Background: an optimization exercise with open tools, aiming at small area, a short achievable clock period and few clock cycles. Do not read the settings as production practice. RTL that was checked went through simulation tests only; none was proved equivalent to the original. Power and IR drop assume default switching activity.

==> flow/design.v (excerpt) <==
module full_reciprocal(
input logic clk,
input logic rst,  
input logic start,
output logic ready,
input logic [15:0] input0,
output logic [23:0] output0  
);
logic        busy;
logic [15:0] x;      
logic [16:0] p;      
logic [19:0] q;      
logic [19:0] res;    
assign output0 = {4'b0, res};
logic [15:0] sm;     
always_comb begin
	sm[15] = input0[15];
	for (int i = 14; i >= 0; i--) sm[i] = sm[i+1] | input0[i];
end
logic [16:0] p0;
assign p0 = {sm, 1'b1} & ~{1'b0, sm};
logic [16:0] diff;
logic        qb;
logic [15:0] r;
assign diff = p - {1'b0, x};
assign qb   = ~diff[16] | p[16];
assign r    = qb ? diff[15:0] : p[15:0];
logic        pow2;
logic [15:0] xrev;
assign pow2 = (x & (x - 16'd1)) == 16'd0;
always_comb for (int i = 0; i < 16; i++) xrev[i] = x[15-i];
logic done;
assign done = busy & q[19];
always_ff @(posedge clk) begin
	if (!busy) begin
		x <= input0;
		p <= p0;
		q <= {3'b0, p0};
	end else begin
		p <= {r, 1'b0};
		q <= {q[18:0], qb};
	end
	if (done && !rst)
		res <= pow2 ? {xrev, 4'b0} : {q[18:0], qb};
	if (rst) begin
		busy  <= 1'b0;
		ready <= 1'b0;
	end else begin
		busy  <= busy ? ~q[19] : start;
		ready <= done;
	end
end
endmodule
clock: 8.0 ns
lec_check: 0
abc_clock_period_in_ps: 2500
cap_margin: 20
core_margin: 2
core_utilization: 40
slew_margin: 20
run.sh (not shown) runs the stock make flow with config.mk's settings and CLKGATE_MAP_FILE= SYNTH_SCRIPT=/design/flow/synth_recipe.tcl, a recipe that flattens the netlist after the stock synthesis.
The baseline ran to the end with no violations.
Testbench counts at the start, summed over its fixed seeds: cycles 7,283.
Then changed:
--- a/flow/config.mk
+++ b/flow/config.mk
@@ -7,3 +7,2 @@
 export LEC_CHECK = 0
-export ABC_CLOCK_PERIOD_IN_PS = 2500
 export CAP_MARGIN = 20
Clock power stays flat; setup slack does not change; sequential power barely changes; final cell count stays the same; clock skew is unchanged; area after synthesis stays the same; non-clock buffer count is unchanged; sequential share of layout area is unchanged; design area is unchanged; register-to-register slack is about the same.

---

full_reciprocal, a different RTL version from the one above (not shown whole).
For scale: roughly 550 cells after synthesis, about 74 flip-flops, roughly 0.0050 mm² of cells after synthesis.
// full_reciprocal
module full_reciprocal(
input logic clk,
input logic rst,  
input logic start,
output logic ready,
input logic [15:0] input0,
output logic [23:0] output0  
);
localparam int FL = 16;           
localparam int XW = FL - 1;       
localparam int KMAX = 1 << (20 - FL);
logic          busy;
logic [XW-1:0] x;      
logic [XW:0]   p;      
logic [19:0]   q;      
logic [19:0]   res;    
assign output0 = {4'b0, res};
logic fast;
assign fast = |input0[15:FL-1];
logic [KMAX+1:8] t;    
always_comb begin
	for (int k = 8; k <= KMAX; k++) t[k] = ({4'b0, input0} <= 20'(524288 / k));
	t[KMAX+1] = 1'b0;
end
logic [19:0] fq;
always_comb begin
	fq = '0;
	for (int k = 8; k <= KMAX; k++)
		if (t[k] & ~t[k+1]) fq = fq | 20'(k);
end
logic [XW:0] p0;
always_comb begin
	logic any;
	any = 1'b0;
	for (int i = XW; i >= 1; i--) begin
		p0[i] = input0[i-1] & ~any;
		any = any | input0[i-1];
	end
	p0[0] = ~any;
end
logic [XW+1:0] da, db;
logic          qa, qb;
logic [XW-1:0] ra, rb;
logic [1:0]    qd;
assign da = {1'b0, p} - {2'b0, x};
assign qa = ~da[XW+1];
assign ra = qa ? da[XW-1:0] : p[XW-1:0];
assign db = {1'b0, ra, 1'b0} - {2'b0, x};
assign qb = ~db[XW+1];
assign rb = qb ? db[XW-1:0] : {ra[XW-2:0], 1'b0};
assign qd = {qa, qb};
logic        pow2;
logic [19:0] xrev;
always_ff @(posedge clk) pow2 <= (x & (x - 1'b1)) == '0;
always_comb begin
	xrev = '0;
	for (int i = 0; i < XW; i++) xrev[19-i] = x[i];
end
logic done;
assign done = busy & (q[19] | q[18]);
always_ff @(posedge clk) begin
	if (!busy) begin
		x <= input0[XW-1:0];
		p <= p0;
		q <= {{(19-XW){1'b0}}, p0};
	end else begin
		p <= {rb, 1'b0};
		q <= {q[17:0], qd};
	end
	if (!rst) begin
		if (done)
			res <= pow2 ? xrev : q[19] ? {q[18:0], qd[1]} : {q[17:0], qd};
		else if (!busy && start && fast)
			res <= fq;
	end
	if (rst) begin
		busy  <= 1'b0;
		ready <= 1'b0;
	end else begin
		busy  <= busy ? ~done : start & ~fast;
  ...
clock: 8.0 ns
lec_check: 0
cap_margin: 20
core_margin: 2
core_utilization: 40
setup_slack_margin: 4.5
slew_margin: 20
Next try:
Settings changed: SETUP_SLACK_MARGIN 4.5 to 5.
Cell area decreases by 0.88%; setup slack loses 100 ps; hold slack gains 4.9 ps.
No run of this note included a check of the RTL's function; only the layout flow was run.

## re-timing with driven ports
Ports are ideal in the flow. The routed layouts listed here were re-timed in OpenROAD.
Step 1, drivers: a clkbuf_16 drives clk and a buf_2 each remaining input, both assumed.
Step 2 times the ports against the registers' clock, not the clock port: input delays grow and output delays shrink by t, the midpoint of the rising clock arrivals with the driver on.
Slacks: ideal ports / drivers / drivers and shift; pairs: ideal ports / drivers.
| run | t, ns | setup WS [ns] | worst setup path after step 2 | worst data-port slew with drivers (ns) |
|---|---|---|---|---|
| the first run of note 1 | 0.392 | 4.177 / 4.185 / 3.793 | input to register | 0.04 |
| the second run of note 1 | 0.392 | 4.177 / 4.185 / 3.793 | input to register | 0.04 |
| the first run of note 2 | 0.374 | 3.499 / 3.499 / 3.499 | register to register | 0.03 |
| the second run of note 2 | 0.369 | 3.399 / 3.399 / 3.399 | register to register | 0.03 |
After both steps every run listed still meets setup and hold.
